From an optimization exercise on the open Yosys and OpenROAD flow, aimed at small area and a short achievable clock period; shortcuts taken in it are not production practice. The RTL was checked by simulation tests, not by an equivalence proof against the original design.

--- flow/config.mk ---
export PLATFORM = sky130hd
export DESIGN_NAME = matrix_mul_sa_pipe
export DESIGN_NICKNAME = matrix_mul_sa_pipe
export VERILOG_FILES = /design/flow/design.v
export SDC_FILE = /design/flow/constraint.sdc
export NUM_CORES = 4
export LEC_CHECK = 0
export CAP_MARGIN = 20
export CORE_MARGIN = 2
export CORE_UTILIZATION = 40
export CTS_BUF_LIST = sky130_fd_sc_hd__clkbuf_16
export CTS_CLUSTER_DIAMETER = 80
export CTS_CLUSTER_SIZE = 25
export SETUP_SLACK_MARGIN = 3.2
export SLEW_MARGIN = 20
export TNS_END_PERCENT = 100
--- flow/constraint.sdc ---
create_clock -name core_clock -period 5.5 [get_ports {clk}]
set_input_delay 1.1000 -clock core_clock [delete_from_list [all_inputs] [get_ports {clk}]]
set_output_delay 1.1000 -clock core_clock [all_outputs]
set_load 0.01 [all_outputs]
--- flow/design.v ---
module pe (
    input                    clk,
    input                    load,
    input                    nload,
    input  signed [7:0]      a,
    input         [11:0]      b,
    output reg signed [16:0] acc
);
    wire p3;
    wire p6;
    wire p9;
    wire p12;
    wire p15;
    wire p18;
    wire p21;
    wire p24;
    wire p27;
    wire p30;
    wire p33;
    wire p36;
    wire p39;
    wire p42;
    wire p45;
    wire p48;
    wire p51;
    wire p54;
    wire p57;
    wire p60;
    wire p63;
    wire p66;
    wire p69;
    wire p72;
    wire p75;
    wire p78;
    wire p81;
    wire p84;
    wire p87;
    wire p90;
    wire p93;
    wire p96;
    wire p99;
    wire p102;
    wire p105;
    wire p108;
    wire s111;
    wire c112;
    wire s115;
    wire c116;
    wire s119;
    wire c120;
    wire s123;
    wire c124;
    wire s127;
    wire c128;
    wire s131;
    wire c132;
    wire s135;
    wire c136;
    wire s139;
    wire c140;
    wire s143;
    wire c144;
    wire s147;
    wire c148;
    wire s151;
    wire c152;
    wire s155;
    wire c156;
    wire s159;
    wire c160;
    wire s163;
    wire c164;
    wire s167;
    wire c168;
    wire s171;
    wire c172;
    wire s175;
    wire c176;
    wire s179;
    wire c180;
    wire s183;
    wire c184;
    wire s187;
    wire c188;
    wire s191;
    wire c192;
    wire s195;
    wire c196;
    wire s199;
    wire c200;
    wire s203;
    wire c204;
    wire s207;
    wire c208;
    wire s211;
    wire c212;
    wire s215;
    wire c216;
    wire s219;
    wire c220;
    wire s223;
    wire c224;
    wire s227;
    wire c228;
    wire s231;
    wire c232;
    wire s235;
    wire c236;
    wire s239;
    wire c240;
    wire s243;
    wire c244;
    wire s247;
    wire c248;
    wire s251;
    wire c252;
    reg q0_0;
    reg q0_1;
    reg q1_1;
    reg q0_2;
    reg q1_2;
    reg q0_3;
    reg q1_3;
    reg q0_4;
    reg q1_4;
    reg q0_5;
    reg q1_5;
    reg q0_6;
    reg q1_6;
    reg q0_7;
    reg q1_7;
    reg q0_8;
    reg q1_8;
    reg q0_9;
    reg q1_9;
    reg q0_10;
    reg q1_10;
    reg q0_11;
    reg q1_11;
    reg q0_12;
    reg q1_12;
    reg q0_13;
    reg q1_13;
    reg q0_14;
    assign p3 = (b[0] & a[0]) ^ b[8];
    assign p6 = ((b[0] & a[1]) | (b[4] & a[0])) ^ b[8];
    assign p9 = ((b[0] & a[2]) | (b[4] & a[1])) ^ b[8];
    assign p12 = ((b[0] & a[3]) | (b[4] & a[2])) ^ b[8];
    assign p15 = ((b[0] & a[4]) | (b[4] & a[3])) ^ b[8];
    assign p18 = ((b[0] & a[5]) | (b[4] & a[4])) ^ b[8];
    assign p21 = ((b[0] & a[6]) | (b[4] & a[5])) ^ b[8];
    assign p24 = ((b[0] & a[7]) | (b[4] & a[6])) ^ b[8];
    assign p27 = ~(((b[0] & a[7]) | (b[4] & a[7])) ^ b[8]);
    assign p30 = (b[1] & a[0]) ^ b[9];
    assign p33 = ((b[1] & a[1]) | (b[5] & a[0])) ^ b[9];
    assign p36 = ((b[1] & a[2]) | (b[5] & a[1])) ^ b[9];
    assign p39 = ((b[1] & a[3]) | (b[5] & a[2])) ^ b[9];
    assign p42 = ((b[1] & a[4]) | (b[5] & a[3])) ^ b[9];
    assign p45 = ((b[1] & a[5]) | (b[5] & a[4])) ^ b[9];
    assign p48 = ((b[1] & a[6]) | (b[5] & a[5])) ^ b[9];
    assign p51 = ((b[1] & a[7]) | (b[5] & a[6])) ^ b[9];
    assign p54 = ~(((b[1] & a[7]) | (b[5] & a[7])) ^ b[9]);
    assign p57 = (b[2] & a[0]) ^ b[10];
    assign p60 = ((b[2] & a[1]) | (b[6] & a[0])) ^ b[10];
    assign p63 = ((b[2] & a[2]) | (b[6] & a[1])) ^ b[10];
    assign p66 = ((b[2] & a[3]) | (b[6] & a[2])) ^ b[10];
    assign p69 = ((b[2] & a[4]) | (b[6] & a[3])) ^ b[10];
    assign p72 = ((b[2] & a[5]) | (b[6] & a[4])) ^ b[10];
    assign p75 = ((b[2] & a[6]) | (b[6] & a[5])) ^ b[10];
    assign p78 = ((b[2] & a[7]) | (b[6] & a[6])) ^ b[10];
    assign p81 = ~(((b[2] & a[7]) | (b[6] & a[7])) ^ b[10]);
    assign p84 = (b[3] & a[0]) ^ b[11];
    assign p87 = ((b[3] & a[1]) | (b[7] & a[0])) ^ b[11];
    assign p90 = ((b[3] & a[2]) | (b[7] & a[1])) ^ b[11];
    assign p93 = ((b[3] & a[3]) | (b[7] & a[2])) ^ b[11];
    assign p96 = ((b[3] & a[4]) | (b[7] & a[3])) ^ b[11];
    assign p99 = ((b[3] & a[5]) | (b[7] & a[4])) ^ b[11];
    assign p102 = ((b[3] & a[6]) | (b[7] & a[5])) ^ b[11];
    assign p105 = ((b[3] & a[7]) | (b[7] & a[6])) ^ b[11];
    assign p108 = ~(((b[3] & a[7]) | (b[7] & a[7])) ^ b[11]);
    assign s111 = p3 ^ b[8];
    assign c112 = p3 & b[8];
    assign s115 = b[11] ^ p21;
    assign c116 = b[11] & p21;
    assign s119 = p24 ^ p45;
    assign c120 = p24 & p45;
    assign s123 = p27 ^ p48;
    assign c124 = p27 & p48;
    assign s127 = b[10] ^ p15;
    assign c128 = b[10] & p15;
    assign s131 = p18 ^ p39;
    assign c132 = p18 & p39;
    assign s135 = p42 ^ p63 ^ p84;
    assign c136 = (p42 & p63) | (p42 & p84) | (p63 & p84);
    assign s139 = p66 ^ p87 ^ s119;
    assign c140 = (p66 & p87) | (p66 & s119) | (p87 & s119);
    assign s143 = p69 ^ p90 ^ s123;
    assign c144 = (p69 & p90) | (p69 & s123) | (p90 & s123);
    assign s147 = p51 ^ p72 ^ p93;
    assign c148 = (p51 & p72) | (p51 & p93) | (p72 & p93);
    assign s151 = p54 ^ p75;
    assign c152 = p54 & p75;
    assign s155 = b[9] ^ p9;
    assign c156 = b[9] & p9;
    assign s159 = p12 ^ p33;
    assign c160 = p12 & p33;
    assign s163 = p36 ^ p57 ^ s127;
    assign c164 = (p36 & p57) | (p36 & s127) | (p57 & s127);
    assign s167 = p60 ^ s131 ^ c128;
    assign c168 = (p60 & s131) | (p60 & c128) | (s131 & c128);
    assign s171 = s115 ^ c132 ^ s135;
    assign c172 = (s115 & c132) | (s115 & s135) | (c132 & s135);
    assign s175 = c116 ^ c136 ^ s139;
    assign c176 = (c116 & c136) | (c116 & s139) | (c136 & s139);
    assign s179 = c120 ^ s143 ^ c140;
    assign c180 = (c120 & s143) | (c120 & c140) | (s143 & c140);
    assign s183 = c124 ^ s147 ^ c144;
    assign c184 = (c124 & s147) | (c124 & c144) | (s147 & c144);
    assign s187 = p96 ^ s151 ^ c148;
    assign c188 = (p96 & s151) | (p96 & c148) | (s151 & c148);
    assign s191 = p78 ^ p99 ^ c152;
    assign c192 = (p78 & p99) | (p78 & c152) | (p99 & c152);
    assign s195 = p81 ^ p102;
    assign c196 = p81 & p102;
    assign s199 = acc[1] ^ (q0_1);
    assign c200 = acc[1] & (q0_1);
    assign s203 = acc[2] ^ (q0_2) ^ (q1_2);
    assign c204 = (acc[2] & (q0_2)) | (acc[2] & (q1_2)) | ((q0_2) & (q1_2));
    assign s207 = acc[3] ^ (q0_3) ^ (q1_3);
    assign c208 = (acc[3] & (q0_3)) | (acc[3] & (q1_3)) | ((q0_3) & (q1_3));
    assign s211 = acc[4] ^ (q0_4) ^ (q1_4);
    assign c212 = (acc[4] & (q0_4)) | (acc[4] & (q1_4)) | ((q0_4) & (q1_4));
    assign s215 = acc[5] ^ (q0_5) ^ (q1_5);
    assign c216 = (acc[5] & (q0_5)) | (acc[5] & (q1_5)) | ((q0_5) & (q1_5));
    assign s219 = acc[6] ^ (q0_6) ^ (q1_6);
    assign c220 = (acc[6] & (q0_6)) | (acc[6] & (q1_6)) | ((q0_6) & (q1_6));
    assign s223 = acc[7] ^ (q0_7) ^ (q1_7);
    assign c224 = (acc[7] & (q0_7)) | (acc[7] & (q1_7)) | ((q0_7) & (q1_7));
    assign s227 = acc[8] ^ (q0_8) ^ (q1_8);
    assign c228 = (acc[8] & (q0_8)) | (acc[8] & (q1_8)) | ((q0_8) & (q1_8));
    assign s231 = acc[9] ^ (q0_9) ^ (q1_9);
    assign c232 = (acc[9] & (q0_9)) | (acc[9] & (q1_9)) | ((q0_9) & (q1_9));
    assign s235 = acc[10] ^ (q0_10) ^ (q1_10);
    assign c236 = (acc[10] & (q0_10)) | (acc[10] & (q1_10)) | ((q0_10) & (q1_10));
    assign s239 = acc[11] ^ (q0_11) ^ (q1_11);
    assign c240 = (acc[11] & (q0_11)) | (acc[11] & (q1_11)) | ((q0_11) & (q1_11));
    assign s243 = acc[12] ^ (q0_12) ^ (q1_12);
    assign c244 = (acc[12] & (q0_12)) | (acc[12] & (q1_12)) | ((q0_12) & (q1_12));
    assign s247 = acc[13] ^ (q0_13) ^ (q1_13);
    assign c248 = (acc[13] & (q0_13)) | (acc[13] & (q1_13)) | ((q0_13) & (q1_13));
    assign s251 = acc[14] ^ (q0_14);
    assign c252 = acc[14] & (q0_14);
    always @(posedge clk) begin
        q0_0 <= s111;
        q0_1 <= p6;
        q1_1 <= c112;
        q0_2 <= p30;
        q1_2 <= s155;
        q0_3 <= s159;
        q1_3 <= c156;
        q0_4 <= s163;
        q1_4 <= c160;
        q0_5 <= s167;
        q1_5 <= c164;
        q0_6 <= s171;
        q1_6 <= c168;
        q0_7 <= s175;
        q1_7 <= c172;
        q0_8 <= s179;
        q1_8 <= c176;
        q0_9 <= s183;
        q1_9 <= c180;
        q0_10 <= s187;
        q1_10 <= c184;
        q0_11 <= s191;
        q1_11 <= c188;
        q0_12 <= s195;
        q1_12 <= c192;
        q0_13 <= p105;
        q1_13 <= c196;
        q0_14 <= p108;
    end
    wire [16:0] r0 = {acc[16], acc[15], s251, s247, s243, s239, s235, s231, s227, s223, s219, s215, s211, s207, s203, (q1_1), acc[0]};
    wire [16:0] r1 = {1'b0, c252, c248, c244, c240, c236, c232, c228, c224, c220, c216, c212, c208, c204, c200, s199, (q0_0)};
    wire [16:0] sum = r0 + r1;
    always @(posedge clk) begin
        acc[0] <= ~load & sum[0];
        acc[1] <= ~load & sum[1];
        acc[2] <= ~load & sum[2];
        acc[3] <= ~load & sum[3];
        acc[4] <= ~load & sum[4];
        acc[5] <= ~load & sum[5];
        acc[6] <= ~load & sum[6];
        acc[7] <= ~load & sum[7];
        acc[8] <= ~nload | sum[8];
        acc[9] <= ~load & sum[9];
        acc[10] <= ~load & sum[10];
        acc[11] <= ~load & sum[11];
        acc[12] <= ~load & sum[12];
        acc[13] <= ~load & sum[13];
        acc[14] <= ~load & sum[14];
        acc[15] <= ~load & sum[15];
        acc[16] <= ~nload | sum[16];
    end
endmodule
module matrix_mul_sa_pipe #(
    parameter DW = 8
)(
    input                    clk,
    input                    rst_n,
    input                    start,
    input  signed [DW-1:0]   x_1, x_2, x_3, y_1, y_2, y_3,
    output                   p11_v, p1221_v, p132231_v, p3223_v, p33_v,
    output signed [2*DW:0]   p_1_1, p_1_2, p_1_3, p_2_1, p_2_2, p_2_3, p_3_1, p_3_2, p_3_3
);
    reg [1:0] ph;
    reg       run;
    reg       v0, v1, v2;
    always @(posedge clk or negedge rst_n) begin
        if (!rst_n) begin
            ph  <= 2'd0;
            run <= 1'b0;
            v0  <= 1'b0;
            v1  <= 1'b0;
            v2  <= 1'b0;
        end else begin
            ph  <= ph + {1'b0, start};
            run <= run | (start & (ph == 2'd3));
            v0  <= start & run & (ph == 2'd0);
            v1  <= start & run & (ph == 2'd1);
            v2  <= start & run & (ph == 2'd2);
        end
    end
    assign p11_v     = v0;
    assign p1221_v   = v1;
    assign p132231_v = v2;
    assign p3223_v   = v2;
    assign p33_v     = v2;
    reg signed [DW-1:0] x1d1, x1d2, x1d3, x2d1, x2d2, x3d1;
    reg        [11:0] y1d1, y1d2, y1d3, y2d1, y2d2, y3d1;
    wire [11:0] ye1 = {y_1[7], y_1[5], y_1[3], y_1[1], ((y_1[7] ^ y_1[6]) & ~(y_1[6] ^ y_1[5])), ((y_1[5] ^ y_1[4]) & ~(y_1[4] ^ y_1[3])), ((y_1[3] ^ y_1[2]) & ~(y_1[2] ^ y_1[1])), (y_1[1] & ~y_1[0]), (y_1[6] ^ y_1[5]), (y_1[4] ^ y_1[3]), (y_1[2] ^ y_1[1]), y_1[0]};
    wire [11:0] ye2 = {y_2[7], y_2[5], y_2[3], y_2[1], ((y_2[7] ^ y_2[6]) & ~(y_2[6] ^ y_2[5])), ((y_2[5] ^ y_2[4]) & ~(y_2[4] ^ y_2[3])), ((y_2[3] ^ y_2[2]) & ~(y_2[2] ^ y_2[1])), (y_2[1] & ~y_2[0]), (y_2[6] ^ y_2[5]), (y_2[4] ^ y_2[3]), (y_2[2] ^ y_2[1]), y_2[0]};
    wire [11:0] ye3 = {y_3[7], y_3[5], y_3[3], y_3[1], ((y_3[7] ^ y_3[6]) & ~(y_3[6] ^ y_3[5])), ((y_3[5] ^ y_3[4]) & ~(y_3[4] ^ y_3[3])), ((y_3[3] ^ y_3[2]) & ~(y_3[2] ^ y_3[1])), (y_3[1] & ~y_3[0]), (y_3[6] ^ y_3[5]), (y_3[4] ^ y_3[3]), (y_3[2] ^ y_3[1]), y_3[0]};
    always @(posedge clk) begin
        x1d1 <= x_1; x1d2 <= x1d1; x1d3 <= x1d2;
        x2d1 <= x_2; x2d2 <= x2d1;
        x3d1 <= x_3;
        y1d1 <= ye1; y1d2 <= y1d1; y1d3 <= y1d2;
        y2d1 <= ye2; y2d2 <= y2d1;
        y3d1 <= ye3;
    end
    wire [1:0] ph_nx = ph + {1'b0, start};
    reg ld1, ld2, ld3, nld1, nld2, nld3;
    always @(posedge clk) begin
        ld1  <= (ph_nx == 2'd1);
        ld2  <= (ph_nx == 2'd2);
        ld3  <= (ph_nx == 2'd3);
        nld1 <= (ph_nx != 2'd1);
        nld2 <= (ph_nx != 2'd2);
        nld3 <= (ph_nx != 2'd3);
    end
    pe pe_11 (.clk(clk), .load(ld1), .nload(nld1), .a(x1d1), .b(y1d1), .acc(p_1_1));
    pe pe_12 (.clk(clk), .load(ld2), .nload(nld2), .a(x1d2), .b(y2d1), .acc(p_1_2));
    pe pe_13 (.clk(clk), .load(ld3), .nload(nld3), .a(x1d3), .b(y3d1), .acc(p_1_3));
    pe pe_21 (.clk(clk), .load(ld2), .nload(nld2), .a(x2d1), .b(y1d2), .acc(p_2_1));
    pe pe_22 (.clk(clk), .load(ld3), .nload(nld3), .a(x2d2), .b(y2d2), .acc(p_2_2));
    pe pe_23 (.clk(clk), .load(ld3), .nload(nld3), .a(x2d2), .b(y3d1), .acc(p_2_3));
    pe pe_31 (.clk(clk), .load(ld3), .nload(nld3), .a(x3d1), .b(y1d3), .acc(p_3_1));
    pe pe_32 (.clk(clk), .load(ld3), .nload(nld3), .a(x3d1), .b(y2d2), .acc(p_3_2));
    pe pe_33 (.clk(clk), .load(ld3), .nload(nld3), .a(x3d1), .b(y3d1), .acc(p_3_3));
endmodule
--- flow/flow/run.sh ---
#!/bin/bash
# Layout flow: the standard synthesis, then the synthesized netlist is
# replaced by the gate-level netlist that flow/gen.py builds for the same RTL
# (same registers, names and cell types, taken from the standard synthesis),
# then the standard flow from floorplan to finish. Port buffers use
# buf_1. Falls back to the standard flow if the netlist cannot be built.
set -u
R=orfs/results/sky130hd/matrix_mul_sa_pipe/base
export BUFFER_PORTS_ARGS="-buffer_cell sky130_fd_sc_hd__buf_1"
if bash standard.sh synth > synth.log 2>&1 \
   && cp $R/1_2_yosys.v std_synth.v \
   && python3 flow/gen.py net std_synth.v gen_netlist.v > gen.log 2>&1; then
    cp gen_netlist.v $R/1_2_yosys.v
    rm -f $R/1_synth.odb $R/1_synth.sdc
    echo "using generated netlist" > flow_choice.log
else
    echo "generated netlist failed; standard flow" > flow_choice.log
fi
bash standard.sh > layout.log 2>&1
--- flow/flow/gen.py ---
#!/usr/bin/env python3
"""Generator for the 3x3 streaming matrix multiplier.

  python3 gen.py rtl OUTDIR            write OUTDIR/pe.v and OUTDIR/matrix_mul_sa_pipe.v
  python3 gen.py net STD.v OUT.v       write a gate-level sky130hd netlist of the same
                                       design to OUT.v, taking register instance names
                                       and cell types from the standard synthesis STD.v

The RTL and the netlist come from one description, so they match at every
register: the netlist only chooses cells and signal polarities.

Each PE(i,j) is a two-stage multiply-accumulate unit. Stage 1 forms the
Baugh-Wooley partial products of a*b and reduces them with a Dadda tree of
full/half adders to T1 rows, which are registered (some bits inverted).
Stage 2 adds those rows to base = load ? 3K : acc, with K the Baugh-Wooley
constant, so three products after a load acc holds their exact sum.
"""
import re
import sys

W = 17                      # accumulator width
T1 = 2                      # rows left after stage 1
PREFIX = "hc"                # carry-propagate adder: "ks" Kogge-Stone, "sk" Sklansky,
                             # "hc" Han-Carlson
MULT = "booth"              # "bw" Baugh-Wooley array, "booth" radix-4 Booth on b
if MULT == "bw":
    K = (1 << 16) + (1 << 15) + (1 << 8)          # a*b = tree + K (mod 2^17)
else:
    K = -((1 << 8) + (1 << 10) + (1 << 12) + (1 << 14))
K3 = (3 * K) % (1 << W)
BW = 12 if MULT == "booth" else 8                 # width of a stored b operand

# rough delays (ns) used only to order adder inputs
D_FA, D_HA, D_INV, D_G = 0.42, 0.25, 0.05, 0.12


# ----------------------------------------------------------------------------
# logical signals carry an RTL expression name and, in the netlist, a literal
# (net, pol): the net holds the value when pol == 0 and its complement when 1.
class Sig:
    def __init__(self, rtl, net, pol, t):
        self.rtl, self.net, self.pol, self.t = rtl, net, pol, t


class Builder:
    def __init__(self, prefix):
        self.prefix = prefix
        self.rtl = []          # RTL assigns
        self.rtl_wires = []
        self.cells = []        # (type, {pin: net})
        self.nets = []
        self.n = 0
        self.invs = {}

    def wire(self, kind):
        self.n += 1
        return f"{kind}{self.n}"

    def net(self):
        self.n += 1
        name = f"{self.prefix}n{self.n}"
        self.nets.append(name)
        return name

    def cell(self, typ, **pins):
        self.cells.append((typ, pins))

    def lit(self, s, pol):
        """net carrying s's value xor pol"""
        if s.pol == pol:
            return s.net
        if s.net not in self.invs:
            y = self.net()
            self.cell("inv_1", A=s.net, Y=y)
            self.invs[s.net] = y
        return self.invs[s.net]

    def rtl_assign(self, expr, kind="w"):
        name = self.wire(kind)
        self.rtl_wires.append(name)
        self.rtl.append(f"    assign {name} = {expr};")
        return name

    # --- adders on logical signals
    def fa(self, x, y, z):
        pols = [x.pol, y.pol, z.pol]
        p = 1 if sum(pols) >= 2 else 0
        t = max(s.t + (D_INV if s.pol != p else 0) for s in (x, y, z))
        a, b, c = (self.lit(s, p) for s in (x, y, z))
        so, co = self.net(), self.net()
        self.cell("fa_1", A=a, B=b, CIN=c, SUM=so, COUT=co)
        rs = self.rtl_assign(f"{x.rtl} ^ {y.rtl} ^ {z.rtl}", "s")
        rc = self.rtl_assign(f"({x.rtl} & {y.rtl}) | ({x.rtl} & {z.rtl}) | ({y.rtl} & {z.rtl})", "c")
        return Sig(rs, so, p, t + D_FA), Sig(rc, co, p, t + D_FA)

    def ha(self, x, y):
        t = max(x.t, y.t)
        so, co = self.net(), self.net()
        if x.pol == 0 and y.pol == 0:
            self.cell("ha_1", A=x.net, B=y.net, SUM=so, COUT=co)
            t += D_HA
        elif x.pol == 1 and y.pol == 1:
            self.cell("xnor2_1", A=x.net, B=y.net, Y=so)       # ~(~x ^ ~y) = ~(x ^ y)
            self.cell("or2_1", A=x.net, B=y.net, X=co)         # ~x | ~y = ~(x & y)
            t += D_G + 0.05
            rs = self.rtl_assign(f"{x.rtl} ^ {y.rtl}", "s")
            rc = self.rtl_assign(f"{x.rtl} & {y.rtl}", "c")
            return Sig(rs, so, 1, t), Sig(rc, co, 1, t)
        else:
            if x.pol == 1:
                x, y = y, x                                     # x true, y inverted
            self.cell("xnor2_1", A=x.net, B=y.net, Y=so)       # ~(x ^ ~y) = x ^ y
            self.cell("nor2b_1", A=y.net, B_N=x.net, Y=co)     # ~(~y) & x = x & y
            t += D_G + 0.05
        rs = self.rtl_assign(f"{x.rtl} ^ {y.rtl}", "s")
        rc = self.rtl_assign(f"{x.rtl} & {y.rtl}", "c")
        return Sig(rs, so, 0, t), Sig(rc, co, 0, t)

    def reduce(self, cols, final):
        """Dadda reduction of columns of Sig to at most `final` bits each."""
        ncol = len(cols)
        d = [2]
        while d[-1] < max(len(x) for x in cols):
            d.append(d[-1] * 3 // 2)
        targets = [t for t in reversed(d[:-1]) if t >= final]
        for target in targets:
            new_cols = [[] for _ in range(ncol)]
            carries = [[] for _ in range(ncol + 1)]
            for c in range(ncol):
                bits = sorted(cols[c], key=lambda s: s.t)
                h = len(bits) + len(carries[c])
                out = []
                while h > target:
                    if h - target >= 2 and len(bits) >= 3:
                        # earliest bit plus the two next best matching its polarity
                        first = bits[0]
                        rest = bits[1:]
                        rest.sort(key=lambda s: (s.t + (D_INV if s.pol != first.pol else 0)))
                        grp = [first] + rest[:2]
                        for g in grp:
                            bits.remove(g)
                        s, cy = self.fa(*grp)
                        h -= 2
                    elif len(bits) >= 2:
                        s, cy = self.ha(bits.pop(0), bits.pop(0))
                        h -= 1
                    else:
                        break
                    out.append(s)
                    if c + 1 < ncol:
                        carries[c + 1].append(cy)
                new_cols[c] = bits + out + carries[c]
            cols = new_cols
        return cols


# ----------------------------------------------------------------------------
def build_pe(prefix, a_nets, b_nets, ld_net, nld_net, acc_nets, regnames):
    """Build one PE. Returns (builder, rtl_regs, q_info, acc_d_nets).

    a_nets/b_nets: nets of operand bits (true polarity); acc_nets: Q nets of
    the accumulator flip-flops; regnames: callable giving register nets."""
    B = Builder(prefix)
    cols = [[] for _ in range(W)]
    if MULT == "bw":
        # stage 1: partial products, all carried inverted
        for i in range(8):
            for j in range(8):
                y = B.net()
                if (i == 7) != (j == 7):
                    B.cell("and2_1", A=a_nets[i], B=b_nets[j], X=y)
                    r = B.rtl_assign(f"~(a[{i}] & b[{j}])", "p")
                else:
                    B.cell("nand2_1", A=a_nets[i], B=b_nets[j], Y=y)
                    r = B.rtl_assign(f"a[{i}] & b[{j}]", "p")
                cols[i + j].append(Sig(r, y, 1, D_G))
    else:
        # radix-4 Booth: b arrives encoded as one[k] = b[k], two[k] = b[4+k],
        # neg[k] = b[8+k]; row k = (sel ^ neg) with sel = one & a[j] | two & a[j-1],
        # its top bit inverted (sign extension folded into K), plus neg at 2k
        for k in range(4):
            one, two, neg = b_nets[k], b_nets[4 + k], b_nets[8 + k]
            ro, rt, rn = f"b[{k}]", f"b[{4 + k}]", f"b[{8 + k}]"
            for j in range(9):
                ns = B.net()
                aj = a_nets[min(j, 7)]
                raj = f"a[{min(j, 7)}]"
                if j == 0:
                    B.cell("nand2_1", A=one, B=aj, Y=ns)
                    rsel = f"({ro} & {raj})"
                else:
                    am = a_nets[j - 1]
                    B.cell("a22oi_1", A1=one, A2=aj, B1=two, B2=am, Y=ns)
                    rsel = f"(({ro} & {raj}) | ({rt} & a[{j - 1}]))"
                y = B.net()
                if j < 8:
                    # x = sel ^ neg = ~(nsel ^ neg)
                    B.cell("xnor2_1", A=ns, B=neg, Y=y)
                    r = B.rtl_assign(f"{rsel} ^ {rn}", "p")
                else:
                    # the top bit enters inverted: ~x = nsel ^ neg
                    B.cell("xor2_1", A=ns, B=neg, X=y)
                    r = B.rtl_assign(f"~({rsel} ^ {rn})", "p")
                cols[2 * k + j].append(Sig(r, y, 0, D_G + 0.2))
            cols[2 * k].append(Sig(rn, neg, 0, 0.0))
        # column 0 holds x[0][0] and neg[0]; add them here so that no stage-1
        # register is a plain copy of an operand bit
        s0, c0 = B.ha(cols[0][0], cols[0][1])
        cols[0] = [s0]
        cols[1].append(c0)
    cols = B.reduce(cols, T1)
    # registered rows: register q{k}_{c} holds the row bit, inverted when its
    # literal is inverted (so the flip-flop needs no inverter)
    qregs = []       # (regname, rtl expr for D, d_net, pol)
    qsigs = [[] for _ in range(W)]
    for c in range(W):
        assert len(cols[c]) <= T1
        for k, s in enumerate(cols[c]):
            name = f"q{k}_{c}"
            expr = f"~{s.rtl}" if s.pol else s.rtl
            qnet = regnames(name)
            qregs.append((name, expr, s.net))
            qsigs[c].append(Sig(f"({'~' if s.pol else ''}{name})", qnet, s.pol, 0.0))
    # stage 2: base, nand2/nor2 give base inverted
    cols2 = [[] for _ in range(W)]
    for c in range(W):
        cols2[c].append(Sig(f"acc[{c}]", acc_nets[c], 0, 0.0))
        cols2[c].extend(qsigs[c])
    cols2 = B.reduce(cols2, 2)
    # carry-propagate adder: Sklansky prefix with polarity tracking
    g, p, h = [], [], []
    for c in range(W):
        bits = cols2[c]
        if len(bits) == 2:
            u, v = bits
            # generate g = u & v, propagate p = u | v (prefix), half sum h = u ^ v
            gn, pn, hn = B.net(), B.net(), B.net()
            if u.pol == 0 and v.pol == 0:
                B.cell("nand2_1", A=u.net, B=v.net, Y=gn)
                gs = Sig(None, gn, 1, 0)
                B.cell("nor2_1", A=u.net, B=v.net, Y=pn)
                ps = Sig(None, pn, 1, 0)
                B.cell("xor2_1", A=u.net, B=v.net, X=hn)
                hs = Sig(None, hn, 0, 0)
            elif u.pol == 1 and v.pol == 1:
                B.cell("nor2_1", A=u.net, B=v.net, Y=gn)
                gs = Sig(None, gn, 0, 0)
                B.cell("nand2_1", A=u.net, B=v.net, Y=pn)
                ps = Sig(None, pn, 0, 0)
                B.cell("xor2_1", A=u.net, B=v.net, X=hn)
                hs = Sig(None, hn, 0, 0)
            else:
                if u.pol == 1:
                    u, v = v, u
                B.cell("nor2b_1", A=v.net, B_N=u.net, Y=gn)
                gs = Sig(None, gn, 0, 0)
                B.cell("nand2b_1", A_N=u.net, B=v.net, Y=pn)
                ps = Sig(None, pn, 0, 0)
                B.cell("xnor2_1", A=u.net, B=v.net, Y=hn)
                hs = Sig(None, hn, 0, 0)
            g.append(gs)
            p.append(ps)
            h.append(hs)
        elif len(bits) == 1:
            g.append(None)
            p.append(bits[0])
            h.append(bits[0])
        else:
            g.append(None)
            p.append(None)
            h.append(None)
    # rtl for stage 2 result rows
    r0 = [cols2[c][0].rtl if len(cols2[c]) > 0 else "1'b0" for c in range(W)]
    r1 = [cols2[c][1].rtl if len(cols2[c]) > 1 else "1'b0" for c in range(W)]

    def combine(hi, lo):
        """(G,P) of hi range combined with lower range lo; None means 0 for G."""
        Gh, Ph = hi
        Gl, Pl = lo
        if Gl is None:
            G = Gh
        elif Ph is None:
            G = Gh
        elif Gh is None:
            # G = Ph & Gl
            G = and_sig(B, Ph, Gl)
        else:
            G = aoi_sig(B, Gh, Ph, Gl)
        if Ph is None or Pl is None:
            P = None
        else:
            P = and_sig(B, Ph, Pl)
        return (G, P)

    # prefix over bits 0..W-2 (carries into bits 1..W-1)
    n = W - 1
    node = [(g[i], p[i]) for i in range(n)]
    lvl = 1
    while lvl < n:
        new = list(node)
        for i in range(n):
            if PREFIX == "sk" and (i // lvl) % 2 == 1:
                new[i] = combine(node[i], node[(i // lvl) * lvl - 1])
            elif PREFIX == "ks" and i >= lvl:
                new[i] = combine(node[i], node[i - lvl])
            elif PREFIX == "hc" and i % 2 == 1 and i >= lvl:
                new[i] = combine(node[i], node[i - lvl])
        node = new
        lvl *= 2
    if PREFIX == "hc":
        # Han-Carlson: odd bits went through Kogge-Stone; even bits take one more level
        for i in range(2, n, 2):
            node[i] = combine(node[i], node[i - 1])
    carry = [None] + [node[i][0] for i in range(n)]
    # acc D = clr ? K3 : sum; ns = ~sum bit, then nor2(clr, ns) = ~clr & sum
    # or nand2(nclr, ns) = clr | sum
    acc_d = []
    for c in range(W):
        hs, cs = h[c], carry[c]
        if hs is None and cs is None:
            raise RuntimeError("constant sum bit")
        if cs is None:
            ns = B.lit(hs, 1)
        elif hs is None:
            ns = B.lit(cs, 1)
        else:
            ns = B.net()
            if hs.pol == cs.pol:
                B.cell("xnor2_1", A=hs.net, B=cs.net, Y=ns)
            else:
                B.cell("xor2_1", A=hs.net, B=cs.net, X=ns)
        y = B.net()
        if (K3 >> c) & 1:
            B.cell("nand2_1", A=nld_net, B=ns, Y=y)
        else:
            B.cell("nor2_1", A=ld_net, B=ns, Y=y)
        acc_d.append(y)
    return B, qregs, r0, r1, acc_d


def and_sig(B, x, y):
    """x & y with polarity tracking."""
    o = B.net()
    if x.pol == 0 and y.pol == 0:
        B.cell("nand2_1", A=x.net, B=y.net, Y=o)
        return Sig(None, o, 1, 0)
    if x.pol == 1 and y.pol == 1:
        B.cell("nor2_1", A=x.net, B=y.net, Y=o)
        return Sig(None, o, 0, 0)
    if x.pol == 1:
        x, y = y, x
    # x true, y inverted: x & ~ny
    B.cell("nor2b_1", A=y.net, B_N=x.net, Y=o)
    return Sig(None, o, 0, 0)


def aoi_sig(B, gh, ph, gl):
    """gh | (ph & gl) with polarity tracking."""
    o = B.net()
    pols = [gh.pol, ph.pol, gl.pol]
    pol = 1 if sum(pols) >= 2 else 0
    a1, a2, b1 = B.lit(ph, pol), B.lit(gl, pol), B.lit(gh, pol)
    if pol == 0:
        B.cell("a21oi_1", A1=a1, A2=a2, B1=b1, Y=o)
        return Sig(None, o, 1, 0)
    # inputs inverted: ~G = ngh & (nph | ngl) -> G = o21ai
    B.cell("o21ai_1", A1=a1, A2=a2, B1=b1, Y=o)
    return Sig(None, o, 0, 0)


# ----------------------------------------------------------------------------
PES = [  # name, a operand reg, b operand reg, load strobe pair
    ("pe_11", "x1d1", "y1d1", "1"),
    ("pe_12", "x1d2", "y2d1", "2"),
    ("pe_13", "x1d3", "y3d1", "3"),
    ("pe_21", "x2d1", "y1d2", "2"),
    ("pe_22", "x2d2", "y2d2", "3"),
    ("pe_23", "x2d2", "y3d1", "3"),
    ("pe_31", "x3d1", "y1d3", "3"),
    ("pe_32", "x3d1", "y2d2", "3"),
    ("pe_33", "x3d1", "y3d1", "3"),
]
# load strobe pairs: (ld register, nld register, phase of ph_nx, nld reset kind)
STROBES = {
    "1": ("ld1", "nld1", 1, None),
    "2": ("ld2", "nld2", 2, None),
    "3": ("ld3", "nld3", 3, None),
}
OPREGS = [("x1d1", "x_1"), ("x1d2", "x1d1"), ("x1d3", "x1d2"),
          ("x2d1", "x_2"), ("x2d2", "x2d1"), ("x3d1", "x_3"),
          ("y1d1", "y_1"), ("y1d2", "y1d1"), ("y1d3", "y1d2"),
          ("y2d1", "y_2"), ("y2d2", "y2d1"), ("y3d1", "y_3")]


def pe_template():
    """Build the PE once with placeholder nets to get its RTL."""
    a = [f"a[{i}]" for i in range(8)]
    b = [f"b[{i}]" for i in range(BW)]
    acc = [f"acc[{i}]" for i in range(W)]
    return build_pe("t_", a, b, "load", "nload", acc, lambda q: q)


def write_rtl(outdir):
    B, qregs, r0, r1, _ = pe_template()
    o = []
    o.append("// Generated by gen/gen.py (see gen/README.md): two-stage signed 8x8")
    o.append("// multiply-accumulate unit. Stage 1 reduces the " + ("Baugh-Wooley" if MULT == "bw" else "radix-4 Booth") + " partial products")
    o.append(f"// of a*b with a Dadda tree to {T1} rows and registers them (bits marked ~ are")
    o.append("// stored inverted). Stage 2 adds the rows to acc, or sets acc to 3K when load")
    o.append("// (nload = ~load) is high, where K is the constant left out of stage 1, so")
    o.append("// three products after a load acc holds their exact sum (mod 2^17).")
    o.append("module pe (")
    o.append("    input                    clk,")
    o.append("    input                    load,")
    o.append("    input                    nload,")
    o.append("    input  signed [7:0]      a,")
    o.append(f"    input         [{BW - 1}:0]      b,")
    o.append("    output reg signed [16:0] acc")
    o.append(");")
    for w in B.rtl_wires:
        o.append(f"    wire {w};")
    for name, _, _ in qregs:
        o.append(f"    reg {name};")
    o.extend(B.rtl)
    o.append("    always @(posedge clk) begin")
    for name, expr, _ in qregs:
        o.append(f"        {name} <= {expr};")
    o.append("    end")
    o.append("    wire [16:0] r0 = {" + ", ".join(reversed(r0)) + "};")
    o.append("    wire [16:0] r1 = {" + ", ".join(reversed(r1)) + "};")
    o.append("    wire [16:0] sum = r0 + r1;")
    o.append("    always @(posedge clk) begin")
    for c in range(W):
        if (K3 >> c) & 1:
            o.append(f"        acc[{c}] <= ~nload | sum[{c}];")
        else:
            o.append(f"        acc[{c}] <= ~load & sum[{c}];")
    o.append("    end")
    o.append("endmodule")
    open(f"{outdir}/pe.v", "w").write("\n".join(o) + "\n")
    open(f"{outdir}/matrix_mul_sa_pipe.v", "w").write(top_rtl())


def booth_enc_exprs(y):
    """RTL expressions of the 12 stored Booth bits of port y: one[0..3],
    two[0..3], neg[0..3]."""
    one, two, nneg = [], [], []
    for k in range(4):
        if k == 0:
            one.append(f"{y}[0]")
            two.append(f"({y}[1] & ~{y}[0])")
        else:
            one.append(f"({y}[{2 * k}] ^ {y}[{2 * k - 1}])")
            two.append(f"(({y}[{2 * k + 1}] ^ {y}[{2 * k}]) & ~({y}[{2 * k}] ^ {y}[{2 * k - 1}]))")
        nneg.append(f"{y}[{2 * k + 1}]")
    return one + two + nneg


def top_rtl():
    t = TOP_RTL.replace("@BW1@", str(BW - 1))
    if MULT == "booth":
        enc = ["    // y operands are stored radix-4 Booth encoded: bits 3:0 one, 7:4 two,",
               "    // 11:8 sign of each digit"]
        for i in (1, 2, 3):
            ex = booth_enc_exprs(f"y_{i}")
            enc.append(f"    wire [11:0] ye{i} = {{" + ", ".join(reversed(ex)) + "};")
        t = t.replace("@YENC@", "\n".join(enc) + "\n")
        for i in (1, 2, 3):
            t = t.replace(f"@Y{i}@", f"ye{i}")
    else:
        t = t.replace("@YENC@", "")
        for i in (1, 2, 3):
            t = t.replace(f"@Y{i}@", f"y_{i}")
    return t


TOP_RTL = """// 3x3 matrix multiplier on a skewed stream, one matrix pair every 4 cycles.
module matrix_mul_sa_pipe #(
    parameter DW = 8
)(
    input                    clk,
    input                    rst_n,
    input                    start,
    input  signed [DW-1:0]   x_1, x_2, x_3, y_1, y_2, y_3,
    output                   p11_v, p1221_v, p132231_v, p3223_v, p33_v,
    output signed [2*DW:0]   p_1_1, p_1_2, p_1_3, p_2_1, p_2_2, p_2_3, p_3_1, p_3_2, p_3_3
);
    // window phase: ph = cycle mod 4 once start is high; run set from cycle 4;
    // results of window n are valid in cycles 4n+5, 4n+6, 4n+7
    reg [1:0] ph;
    reg       run;
    reg       v0, v1, v2;
    always @(posedge clk or negedge rst_n) begin
        if (!rst_n) begin
            ph  <= 2'd0;
            run <= 1'b0;
            v0  <= 1'b0;
            v1  <= 1'b0;
            v2  <= 1'b0;
        end else begin
            ph  <= ph + {1'b0, start};
            run <= run | (start & (ph == 2'd3));
            v0  <= start & run & (ph == 2'd0);
            v1  <= start & run & (ph == 2'd1);
            v2  <= start & run & (ph == 2'd2);
        end
    end
    assign p11_v     = v0;
    assign p1221_v   = v1;
    assign p132231_v = v2;
    assign p3223_v   = v2;
    assign p33_v     = v2;

    // operand delay lines (no reset: only values from the current stream are used)
    reg signed [DW-1:0] x1d1, x1d2, x1d3, x2d1, x2d2, x3d1;
    reg        [@BW1@:0] y1d1, y1d2, y1d3, y2d1, y2d2, y3d1;
@YENC@    always @(posedge clk) begin
        x1d1 <= x_1; x1d2 <= x1d1; x1d3 <= x1d2;
        x2d1 <= x_2; x2d2 <= x2d1;
        x3d1 <= x_3;
        y1d1 <= @Y1@; y1d2 <= y1d1; y1d3 <= y1d2;
        y2d1 <= @Y2@; y2d2 <= y2d1;
        y3d1 <= @Y3@;
    end

    // PE(i,j) accumulates in phases max(i,j) + 1 .. max(i,j) + 3; in phase
    // max(i,j), after its result was shown, it is set to its start value. The
    // load strobes (and their complements) are registered from the next phase.
    wire [1:0] ph_nx = ph + {1'b0, start};
    reg ld1, ld2, ld3, nld1, nld2, nld3;
    always @(posedge clk) begin
        ld1  <= (ph_nx == 2'd1);
        ld2  <= (ph_nx == 2'd2);
        ld3  <= (ph_nx == 2'd3);
        nld1 <= (ph_nx != 2'd1);
        nld2 <= (ph_nx != 2'd2);
        nld3 <= (ph_nx != 2'd3);
    end

    pe pe_11 (.clk(clk), .load(ld1), .nload(nld1), .a(x1d1), .b(y1d1), .acc(p_1_1));
    pe pe_12 (.clk(clk), .load(ld2), .nload(nld2), .a(x1d2), .b(y2d1), .acc(p_1_2));
    pe pe_13 (.clk(clk), .load(ld3), .nload(nld3), .a(x1d3), .b(y3d1), .acc(p_1_3));
    pe pe_21 (.clk(clk), .load(ld2), .nload(nld2), .a(x2d1), .b(y1d2), .acc(p_2_1));
    pe pe_22 (.clk(clk), .load(ld3), .nload(nld3), .a(x2d2), .b(y2d2), .acc(p_2_2));
    pe pe_23 (.clk(clk), .load(ld3), .nload(nld3), .a(x2d2), .b(y3d1), .acc(p_2_3));
    pe pe_31 (.clk(clk), .load(ld3), .nload(nld3), .a(x3d1), .b(y1d3), .acc(p_3_1));
    pe pe_32 (.clk(clk), .load(ld3), .nload(nld3), .a(x3d1), .b(y2d2), .acc(p_3_2));
    pe pe_33 (.clk(clk), .load(ld3), .nload(nld3), .a(x3d1), .b(y3d1), .acc(p_3_3));
endmodule
"""


# ----------------------------------------------------------------------------
PORT_NETS = {"p11_v", "p1221_v", "p132231_v", "p3223_v", "p33_v"}


def esc(name):
    return "\\" + name + " "


def write_net(std_path, out_path):
    # registers of the standard synthesis: base name -> (instance name, cell)
    std = {}
    for m in re.finditer(r"(sky130_fd_sc_hd__d\w+)\s+\\(\S+)\s*\(", open(std_path).read()):
        cell, inst = m.group(1), m.group(2)
        base = inst.split("$")[0]
        std[base] = (inst, cell)
    cells = []       # (type, inst, pins)
    nets = set()
    regs_used = {}

    def reg(base, d, q, reset=None):
        if base not in std:
            raise RuntimeError(f"register {base} not in standard synthesis")
        inst, cell = std[base]
        if reset is True:
            reset = "r"
        want = {None: "dfxtp", "r": "dfrtp", "s": "dfstp"}[reset]
        if not cell.startswith(f"sky130_fd_sc_hd__{want}"):
            raise RuntimeError(f"register {base} is {cell}, expected {want}")
        pins = {"CLK": "clk", "D": d, "Q": q}
        if reset == "r":
            pins["RESET_B"] = "rst_n"
        elif reset == "s":
            pins["SET_B"] = "rst_n"
        cells.append((cell[len("sky130_fd_sc_hd__"):], esc(inst), pins))
        regs_used[base] = True

    cnt = [0]

    def gate(typ, **pins):
        cnt[0] += 1
        cells.append((typ, f"_g{cnt[0]}_", pins))

    def net(name):
        nets.add(name)
        return name

    # operand registers
    opq = {}
    for r, src in OPREGS:
        opq[r] = [net(f"{r}_q{i}") for i in range(BW if r[0] == "y" else 8)]
    enc = {}
    if MULT == "booth":
        for yi in ("y_1", "y_2", "y_3"):
            e = [net(f"{yi}_e{i}") for i in range(12)]
            b = [f"{yi}[{i}]" for i in range(8)]
            for k in range(4):
                e[8 + k] = b[2 * k + 1]          # sign bits are stored as they come
                if k == 0:
                    e[0] = b[0]
                    gate("nor2b_1", A=b[0], B_N=b[1], Y=e[4])
                else:
                    x = net(f"{yi}_x{k}")
                    gate("xor2_1", A=b[2 * k], B=b[2 * k - 1], X=e[k])
                    gate("xnor2_1", A=b[2 * k + 1], B=b[2 * k], Y=x)
                    gate("nor2_1", A=e[k], B=x, Y=e[4 + k])
            enc[yi] = e
    for r, src in OPREGS:
        for i in range(len(opq[r])):
            if src in enc:
                d = enc[src][i]
            elif src.startswith(("x_", "y_")):
                d = f"{src}[{i}]"
            else:
                d = opq[src][i]
            reg(f"{r}[{i}]", d, opq[r][i])
    # control
    ph = [net("ph_q0"), net("ph_q1")]
    run, v0, v1 = net("run_q"), "p11_v", "p1221_v"
    v2 = "p132231_v"
    phd = [net("ph_d0"), net("ph_d1")]
    t0 = net("ph_t")
    gate("xor2_1", A="ph_q0", B="start", X=phd[0])
    gate("and2_1", A="ph_q0", B="start", X=t0)
    gate("xor2_1", A="ph_q1", B=t0, X=phd[1])
    reg("ph[0]", phd[0], ph[0], True)
    reg("ph[1]", phd[1], ph[1], True)
    rund = net("run_d")
    gate("a31o_1", A1="start", A2=ph[0], A3=ph[1], B1=run, X=rund)
    reg("run", rund, run, True)
    for v, vd, g in ((v0, "v0_d", None), (v1, "v1_d", None), (v2, "v2_d", None)):
        net(vd)
    gate("and4bb_1", A_N=ph[0], B_N=ph[1], C="start", D=run, X="v0_d")
    gate("and4b_1", A_N=ph[1], B=ph[0], C="start", D=run, X="v1_d")
    gate("and4b_1", A_N=ph[0], B=ph[1], C="start", D=run, X="v2_d")
    reg("v0", "v0_d", v0, True)
    reg("v1", "v1_d", v1, True)
    reg("v2", "v2_d", v2, True)
    gate("buf_1", A=v2, X="p3223_v")
    gate("buf_1", A=v2, X="p33_v")
    # ph_nx == 2, 3, 0 and complements
    for n_ in ("eq1", "ne1", "eq2", "ne2", "eq3", "ne3"):
        net(n_)
    gate("nor2b_1", A=phd[1], B_N=phd[0], Y="eq1")         # ph_nx == 1
    gate("nand2b_1", A_N=phd[1], B=phd[0], Y="ne1")
    gate("nor2b_1", A=phd[0], B_N=phd[1], Y="eq2")         # ph_nx == 2
    gate("nand2b_1", A_N=phd[0], B=phd[1], Y="ne2")
    gate("and2_1", A=phd[0], B=phd[1], X="eq3")            # ph_nx == 3
    gate("nand2_1", A=phd[0], B=phd[1], Y="ne3")
    ld, nld = {}, {}
    for key, (lr, nr, ph_, nk) in STROBES.items():
        ld[key] = net(f"{lr}_q")
        nld[key] = net(f"{nr}_q")
        if lr not in regs_used:
            reg(lr, f"eq{ph_}", ld[key])
        reg(nr, f"ne{ph_}", nld[key], nk)
    # PEs
    outname = {"pe_11": "p_1_1", "pe_12": "p_1_2", "pe_13": "p_1_3",
               "pe_21": "p_2_1", "pe_22": "p_2_2", "pe_23": "p_2_3",
               "pe_31": "p_3_1", "pe_32": "p_3_2", "pe_33": "p_3_3"}
    for name, ra, rb, grp in PES:
        acc = [f"{outname[name]}[{c}]" for c in range(W)]
        qnets = {}

        def regnames(q, name=name, qnets=qnets):
            qnets[q] = net(f"{name}_{q}")
            return qnets[q]
        B, qregs, _, _, acc_d = build_pe(f"{name}_", opq[ra], opq[rb], ld[grp], nld[grp], acc, regnames)
        for n_ in B.nets:
            nets.add(n_)
        for typ, pins in B.cells:
            cnt[0] += 1
            cells.append((typ, f"_g{cnt[0]}_", pins))
        for q, expr, dnet in qregs:
            reg(f"{name}.{q}", dnet, qnets[q])
        for c in range(W):
            reg(f"{name}.acc[{c}]", acc_d[c], acc[c])
    # drop gates whose outputs drive nothing (registers always stay)
    outs = ("X", "Y", "SUM", "COUT")
    while True:
        used = set()
        for typ, inst, pins in cells:
            for k, v in pins.items():
                if k not in outs and k != "Q":
                    used.add(v)
        keep = []
        for cell in cells:
            typ, inst, pins = cell
            o_ = [v for k, v in pins.items() if k in outs]
            if o_ and not typ.startswith("d") and not any(v in used or v in PORT_NETS or v.startswith("p_") for v in o_):
                continue
            keep.append(cell)
        if len(keep) == len(cells):
            break
        cells[:] = keep
    # size flip-flops by fanout (the drive strength may differ from synthesis)
    fo = {}
    for typ, inst, pins in cells:
        for k, v in pins.items():
            if k not in ("X", "Y", "Q", "SUM", "COUT"):
                fo[v] = fo.get(v, 0) + 1
    for idx, (typ, inst, pins) in enumerate(cells):
        if typ.startswith(("dfxtp", "dfrtp", "dfstp")):
            n_ = fo.get(pins["Q"], 0)
            if n_ > 12:
                cells[idx] = (typ[:5] + "_4", inst, pins)
            elif n_ > 5:
                cells[idx] = (typ[:5] + "_2", inst, pins)
    missing = set(std) - set(regs_used)
    if missing:
        raise RuntimeError(f"standard registers not built: {sorted(missing)[:5]}")
    # write
    o = []
    ports = ["clk", "rst_n", "start", "x_1", "x_2", "x_3", "y_1", "y_2", "y_3",
             "p11_v", "p1221_v", "p132231_v", "p3223_v", "p33_v"] + \
            [f"p_{i}_{j}" for i in (1, 2, 3) for j in (1, 2, 3)]
    o.append("module matrix_mul_sa_pipe(" + ", ".join(ports) + ");")
    for p_ in ("clk", "rst_n", "start"):
        o.append(f"  input {p_};")
    for p_ in ("x_1", "x_2", "x_3", "y_1", "y_2", "y_3"):
        o.append(f"  input [7:0] {p_};")
    for p_ in ("p11_v", "p1221_v", "p132231_v", "p3223_v", "p33_v"):
        o.append(f"  output {p_};")
    for i in (1, 2, 3):
        for j in (1, 2, 3):
            o.append(f"  output [16:0] p_{i}_{j};")
    for n_ in sorted(nets):
        o.append(f"  wire {n_};")
    for typ, inst, pins in cells:
        conns = ", ".join(f".{k}({v})" for k, v in pins.items())
        o.append(f"  sky130_fd_sc_hd__{typ} {inst}({conns});")
    o.append("endmodule")
    open(out_path, "w").write("\n".join(o) + "\n")
    from collections import Counter
    cc = Counter(t for t, _, _ in cells)
    sys.stderr.write("cells: " + ", ".join(f"{k} {v}" for k, v in sorted(cc.items())) + "\n")


if __name__ == "__main__":
    if sys.argv[1] == "rtl":
        write_rtl(sys.argv[2])
    elif sys.argv[1] == "net":
        write_net(sys.argv[2], sys.argv[3])
--- flow/standard.sh ---
#!/bin/bash
# synth_recipe.tcl (not shown) runs the flow's synth.tcl, then flattens the netlist and writes it again
# the make line also repeats each setting of config.mk as NAME=value (left out here)
make -C /OpenROAD-flow-scripts/flow DESIGN_CONFIG=/design/flow/config.mk WORK_HOME=/design/flow/orfs CLKGATE_MAP_FILE= SYNTH_SCRIPT=/design/flow/synth_recipe.tcl "${@:-finish}"
==> results_dict.tcl, run 1 <==
set metrics [dict create \
    syn_area_per_cell_um2 10.3 \
    maxCapViolCount 0 \
    antenna_found_initial 5 \
    clockBufferDepth 3 \
    clock_latency_ns 0.59 \
    cts_max_level 2 \
    placed_area_um2 30500 \
    final_cell_mix "xnor2_1, nor2_1, dfxtp_1" \
    cpMaxStageDelayCell "dfxtp_2" \
    dr_total_vias 20230 \
    drc 0 \
    drt-total-wl_um 71900 \
    die_h_um 271 \
    yosysWarnings 2 \
    grt_pass1_wl_um 111000 \
    syn_to_final_growth_pct 13.2 \
    rsz0062_at_grt "yes" \
    holdCritPathClass "primary input to asynchronous set/reset pin" \
    start_util 0.406 \
    first_pass_iters 6 \
    critPathBufInv 1 \
    holdBufCountCts 0 \
    grt_max_degree 63 \
    cts_tree "done" \
    worstSetupPathType "register to output pin" \
    finish.net_count 3396 \
    netlist_instances 2760 \
    final_hold_viol_count 0 \
    slew_headroom 0.487 \
    crit_chain "buf_1" \
    die_area_um2 73400 \
    cp.arrival_ns 1.15 \
    netlist_area_um2 28500 \
    cts_buffers 34 \
    wl_per_cell_um 18.0 \
    rows 97 \
    crit_fanout 2 \
    drt_iter0_markers 1400 \
    groute.usage.overall 0.189 \
    worstPathRequired_ns 4.40 \
    path_clk_slew_ns 0.09 \
    worst_slew_pin_slew_ns 0.770 \
    synth_nets 3135 \
    ioPinCount 209 \
    overflow 0 \
    end_kind "output pin" \
    setup-tns-final_ns 0 \
    place.gp.congestion 0.841 \
    root_buffer "clkbuf_16" \
    clock-sinks 537 \
    status "complete, no violations" \
    crit_family "flip-flops" \
    grt_pass1_vias 20135 \
    numPortBuffers 208 \
    die_w_um 271 \
    vias_per_cell 5.07 \
    final_antenna_net_count 0 \
    cpPeakStageDelay_ns 0.40 \
    final_common_cell "xnor2_1" \
    fin_crit_sh 0.410 \
    core_um2 70300 \
    place_hpwl_um 50300 \
    nFillCells 6674 \
    slew_viol_final 0 \
    skew_ns 0.0203 \
    period_needed_ns 2.25 \
    max_clock_freq_mhz 444 \
    drive_above_1_share 0.122 \
    final_cell_area_um2 32300 \
    start_kind "register" \
    finalSetupViolCount 0 \
]
==> routing by layer <==
metal  GRT usage  routed length (um)
met1       0.254               31700
met2       0.316               33900
met3      0.0332                4650
met4      0.0471                1570
met5           0                  34
==> flip-flops by register name (all words and copies together) (netlist names), 2 cells and up <==
register / flops
x1d3: 8
pe_13.acc: 17
y1d3: 12
y1d1: 12
x1d2: 8
pe_11.acc: 17
pe_21.acc: 17
ph: 2
y3d1: 12
pe_12.acc: 17
pe_32.acc: 17
x2d2: 8
x1d1: 8
pe_22.acc: 17
x2d1: 8
y1d2: 12
pe_31.acc: 17
x3d1: 8
y2d1: 12
pe_33.acc: 17
pe_23.acc: 17
y2d2: 12
==> path summary, 6_finish.rpt <==
path / startpoint / end / slack (ns) / depth (start not counted)
worst min register to register: nld1$_DFF_P_ / pe_11.acc[16]$_DFF_P_ / 0.41 / 1
max in group asynchronous: rst_n / ph[0]$_DFF_PN0_ / 4.86 / 1
min in group core_clock: nld1$_DFF_P_ / pe_11.acc[16]$_DFF_P_ / 0.41 / 1
worst max-delay path: pe_21.acc[8]$_DFF_P_ / p_2_1[8] / 3.25 / 1
worst min-delay path: rst_n / v1$_DFF_PN0_ / 0.38 / 1
worst max register to register: y3d1[0]$_DFF_P_ / pe_13.q0_8$_DFF_P_ / 3.26 / 5
==> cell type report <==
type | instances | area [um2] | share of cell area
diodes | 2 | 5.00 | 0.000155
clock buffers | 38 | 951 | 0.0295
clock inverters | 24 | 216 | 0.00670
inverters | 45 | 169 | 0.00523
multi-input cells | 2176 | 17600 | 0.544
flip-flops and latches | 537 | 11100 | 0.345
well taps | 940 | 1180 | 0.0364
repair buffers | 227 | 1080 | 0.0336
==> per-stage QoR <==
step	setup slack, ns	util	hold WS, ns	instances
after global routing	3.16	0.459	0.360	3987
after global placement	3.16	0.434	0.391	3907
after CTS	3.19	0.452	0.337	3971
final	3.25	0.459	0.375	3989
after detailed placement	3.12	0.434	0.393	3907
after floorplan	3.35	-	0.358	2760
==> timing repair <==
| item | 4_1_cts | 5_1_grt |
|---|---|---|
| pin swaps | 0 | 4 |
| setup endpoints to repair | 78 | 105 |
| gates resized for setup | 71 | 106 |
| hold endpoints to repair | 0 | 0 |
| gates cloned | 0 | 0 |
| buffers inserted | 2 | 16 |
==> run 2: changes to the inputs <==
--- a/flow/config.mk
+++ b/flow/config.mk
@@ -10,5 +10,5 @@
 export CORE_UTILIZATION = 40
-export CTS_BUF_LIST = sky130_fd_sc_hd__clkbuf_16
-export CTS_CLUSTER_DIAMETER = 80
-export CTS_CLUSTER_SIZE = 25
+export CTS_BUF_LIST = sky130_fd_sc_hd__clkbuf_8
+export CTS_CLUSTER_DIAMETER = 60
+export CTS_CLUSTER_SIZE = 16
 export SETUP_SLACK_MARGIN = 3.2
==> results_dict.tcl, run 2 <==
set metrics [dict create \
    status "complete, no violations" \
    synth_nets 3135 \
    maxCapViolCount 0 \
    period_needed_ns 2.28 \
    die_h_um 271 \
    first_pass_iters 5 \
    drc 0 \
    syn_to_final_growth_pct 20.6 \
    rsz0062_at_grt "yes" \
    drt_iter0_markers 1341 \
    root_buffer "clkbuf_8" \
    overflow 0 \
    cts_tree "done" \
    skew_ns 0.0331 \
    rows 97 \
    grt_max_degree 63 \
    clock_latency_ns 0.68 \
    rrSetupSlack_ns 3.22 \
    drive_above_1_share 0.261 \
    fin_ws_ns 3.22 \
    crit_fanout 24 \
    start_util 0.406 \
    worst_slew_pin_slew_ns 0.789 \
    place_ws_ns 3.12 \
    holdBufCountCts 0 \
    die_w_um 271 \
    wl_per_cell_um 17.8 \
    slew_viol_final 0 \
    antenna_found_initial 5 \
    grt_pass1_vias 20883 \
    ff2ff_path_depth 5 \
    slew_headroom 0.474 \
    cp.arrival_ns 2.84 \
    cts_buffers 51 \
    nFillCells 6453 \
    finalSetupViolCount 0 \
    drt-total-wl_um 73400 \
    die_area_um2 73400 \
    dr_total_vias 20901 \
    numPortBuffers 208 \
    final_common_cell "xnor2_1" \
    netlist_area_um2 28500 \
    groute.usage.overall 0.193 \
    start_kind "register" \
    final_hold_viol_count 0 \
    place.gp.congestion 0.841 \
    seqCellArea_um2 11300 \
    path_clk_slew_ns 0.10 \
    worstSetupPathType "register to register" \
    end_kind "register" \
    final_cell_mix "xnor2_1, nor2_1, a22oi_1" \
    yosysWarnings 2 \
    grt_pass1_wl_um 113000 \
    ioPinCount 209 \
    reg2reg_from "y3d1[4]$_DFF_P_" \
    final_antenna_net_count 0 \
    fin_crit_sh 0.414 \
    timing.rr.end "pe_13.q0_8$_DFF_P_" \
    setup-tns-final_ns 0 \
    fin_util 0.489 \
    vias_per_cell 5.07 \
    finish.net_count 3518 \
    holdCritPathClass "primary input to asynchronous set/reset pin" \
    cts_max_level 2 \
    max_clock_freq_mhz 439 \
    place_hpwl_um 50300 \
    multi_input_area_um2 17900 \
    worstPathRequired_ns 6.06 \
    syn_area_per_cell_um2 10.3 \
    netlist_instances 2760 \
    clock-sinks 537 \
    core_um2 70300 \
    clockBufferDepth 3 \
]
run 2: worst max-delay path, stage by stage (launching register included):
cell,delay [ns]
dfxtp_4,0.55
a22oi_1,0.14
xor2_1,0.20
ha_1,0.34
fa_1,0.51
fa_1,0.42
run 2: per-stage QoR:
stage / instance area [um2] / std cells / hold WS, ns
after floorplan: 28500 / 2760 / 0.358
after global placement: 30500 / 3907 / 0.391
after detailed placement: 30500 / 3907 / 0.393
after CTS: 33500 / 4106 / 0.223
after global routing: 34400 / 4123 / 0.263
final: 34400 / 4125 / 0.291
run 2: per-layer routing:
metal / vias up / GRT usage / routed length (um)
met2: 536 / 0.325 / 35000
met3: 126 / 0.0320 / 4390
met1: 10122 / 0.255 / 31900
li1: 10113 / - / -
met4: 4 / 0.0554 / 2060
met5: - / 0 / 23
run 2: how the worst max path moves through the flow:
stage               cells past startpoint               endpoint  slack [ns]                  start
global placement                        5     pe_33.q0_8$_DFF_P_        3.16        x3d1[7]$_DFF_P_
floorplan                               5     pe_33.q0_8$_DFF_P_        3.35        x3d1[7]$_DFF_P_
CTS                                     1              p_1_3[10]        3.13  pe_13.acc[10]$_DFF_P_
finish                                  5     pe_13.q0_8$_DFF_P_        3.22        y3d1[4]$_DFF_P_
detailed placement                      5     pe_33.q0_8$_DFF_P_        3.12        x3d1[7]$_DFF_P_
global route                           10  pe_12.acc[13]$_DFF_P_        3.12   pe_12.acc[2]$_DFF_P_
run 2: area by class of cell:
type                    count  area share
multi-input cells        2176       0.521
flip-flops and latches    537       0.330
repair buffers            332      0.0768
well taps                 940      0.0342
clock buffers              58      0.0232
clock inverters            34     0.00997
inverters                  45     0.00491
diodes                      3    0.000218
run 2: timing repair:
item | CTS | global route
buffers inserted | 107 | 16
setup endpoints to repair | 170 | 123
pin swaps | 0 | 28
endpoints found under the hold margin | 0 | 0
resized for setup | 466 | 205
==> run 3: changes to the inputs <==
--- a/flow/config.mk
+++ b/flow/config.mk
@@ -10,6 +10,6 @@
 export CORE_UTILIZATION = 40
-export CTS_BUF_LIST = sky130_fd_sc_hd__clkbuf_8
-export CTS_CLUSTER_DIAMETER = 60
-export CTS_CLUSTER_SIZE = 16
-export SETUP_SLACK_MARGIN = 3.2
+export CTS_BUF_LIST = sky130_fd_sc_hd__clkbuf_16
+export CTS_CLUSTER_DIAMETER = 70
+export CTS_CLUSTER_SIZE = 20
+export SETUP_SLACK_MARGIN = 3.25
 export SLEW_MARGIN = 20
==> results_dict.tcl, run 3 <==
set metrics [dict create \
    status "complete, no violations" \
    clockBufferDepth 3 \
    die_w_um 271 \
    slew_viol_final 0 \
    rows 97 \
    holdCritPathClass "primary input to asynchronous set/reset pin" \
    drt-total-wl_um 72700 \
    rrSetupSlack_ns 3.25 \
    netlist_area_um2 28500 \
    placed_area_um2 30500 \
    first_pass_iters 5 \
    syn_to_final_growth_pct 15.8 \
    final_antenna_net_count 0 \
    ioPinCount 209 \
    instances_no_fill 4009 \
    drc 0 \
    final_hold_viol_count 0 \
    skew_ns 0.0232 \
    holdBufCountCts 0 \
    die_area_um2 73400 \
    place_ws_ns 3.12 \
    cpPeakStageDelay_ns 0.51 \
    worst_slew_pin_slew_ns 0.787 \
    period_needed_ns 2.25 \
    drt_iter0_markers 1429 \
    cts_buffers 40 \
    clock_latency_ns 0.59 \
    synth_nets 3135 \
    grt_pass1_wl_um 112000 \
    core_um2 70300 \
    start_kind "register" \
    setup-tns-final_ns 0 \
    path_clk_slew_ns 0.08 \
    cpMaxStageDelayCell "fa_1" \
    antenna_found_initial 4 \
    drive_above_1_share 0.192 \
    max_clock_freq_mhz 444 \
    root_buffer "clkbuf_16" \
    worstSetupPathType "register to register" \
    syn_area_per_cell_um2 10.3 \
    finish.net_count 3412 \
    slew_headroom 0.475 \
    final_common_cell "xnor2_1" \
    vias_per_cell 5.07 \
    fin_crit_sh 0.410 \
    cts_tree "done" \
    clock-sinks 537 \
    maxCapViolCount 0 \
    crit_fanout 8 \
    netlist_instances 2760 \
    grt_pass1_vias 20282 \
    wl_per_cell_um 18.1 \
    crit_top_cell "fa_1" \
    die_h_um 271 \
    start_util 0.406 \
    rsz0062_at_grt "yes" \
    finalSetupViolCount 0 \
    crit_chain "buf_12, a22oi_1, xor2_1, ha_1, fa_1, fa_1" \
    fin_ws_ns 3.25 \
    place_hpwl_um 50300 \
    yosysWarnings 2 \
    groute.usage.overall 0.193 \
    overflow 0 \
    cts_max_level 2 \
    grt_max_degree 63 \
    final_cell_area_um2 33000 \
    numPortBuffers 208 \
    cp.arrival_ns 2.71 \
    dr_total_vias 20334 \
    final_cell_mix "xnor2_1, nor2_1, dfxtp_1" \
    worstPathRequired_ns 5.95 \
    end_kind "register" \
    dpl.cell_count 3907 \
    place.gp.congestion 0.841 \
]
==> run 3: changes by cell type in the layout (fill, tap and decap cells not counted), moves of 25 or more <==
cell       previous run  this run
buf_4               116        26
dfxtp_1             254       293
buf_6               107        10
nor2_2               65        40
buf_2                48       103
nor2_1              311       337
clkbuf_16             0        42
clkbuf_8             59         0
==> run 3: worst max-delay path: cells and delay by family, from the launching register on <==
family	cells	cell delay, ns
AOI/OAI and AO/OA	1	0.22
xor gates and xnor gates	1	0.18
adders and majority gates	3	1.18
buffers and inverters	1	0.15
DFF	1	0.41
==> run 3: repair_timing <==
item / 4_1_cts / 5_1_grt
setup buffers: 10 / 18
setup endpoints to repair: 171 / 126
gates resized for setup: 249 / 171
pin swaps: 0 / 18
endpoints found under the hold margin: 0 / 0
==> run 3: metrics by stage <==
step / util / hold WS [ns]
floorplan: - / 0.358
global placement: 0.434 / 0.391
detailed placement: 0.434 / 0.393
CTS: 0.460 / 0.335
global route: 0.470 / 0.363
finish: 0.470 / 0.361
==> run 3: area by class of cell <==
| class | count | area, um2 |
|---|---|---|
| Multi-Input combinational cell | 2176 | 17700 |
| Clock buffer | 42 | 1050 |
| Tap cell | 940 | 1180 |
| Sequential cell | 537 | 11300 |
| Clock inverter | 28 | 294 |
| Antenna cell | 4 | 10.0 |
| Inverter | 45 | 169 |
| Fill cell | 6600 | 37200 |
| Timing Repair Buffer | 237 | 1330 |
==> run 3: worst paths after layout <==
| path | depth (start not counted) | endpoint | from |
|---|---|---|---|
| max | 6 | pe_32.q0_8$_DFF_P_ | x3d1[7]$_DFF_P_ |
| min | 1 | v1$_DFF_PN0_ | rst_n |
| max reg2reg | 6 | pe_32.q0_8$_DFF_P_ | x3d1[7]$_DFF_P_ |
| min reg2reg | 1 | pe_11.acc[16]$_DFF_P_ | nld1$_DFF_P_ |
| max in group asynchronous | 1 | v0$_DFF_PN0_ | rst_n |
| min in group core_clock | 1 | pe_11.acc[16]$_DFF_P_ | nld1$_DFF_P_ |
==> run 3: routing by layer <==
metal  global-route usage  share of wire
met1                0.261           0.45
met4               0.0571          0.027
met2                0.323           0.47
met5                    0        0.00018
met3               0.0219          0.055

static timing again, ports no longer ideal:
The results above use ideal ports. As a check the final layouts listed here were re-extracted and re-timed, cells and wires unchanged.
Step 1 sets driving cells, clkbuf_16 on the clock port and buf_2 on the other inputs (assumed; they add their load-dependent delay and slew).
Step 2 moves the port delays by t, midway between the first and last clock arrival at a register: inputs arrive t later, outputs are due t later. That takes back most of the time a late clock gives input paths.
Three values: ideal, step 1, step 2; two values: the first two.
run	t (ns)	setup slack, ns	worst data-port slew with drivers (ns)
run 1	0.633	3.247 / 3.189 / 3.255	0.15
run 2	0.715	3.224 / 3.170 / 3.224	0.15
run 3	0.641	3.246 / 3.223 / 3.246	0.14
After both steps setup and hold are still met in every run listed.
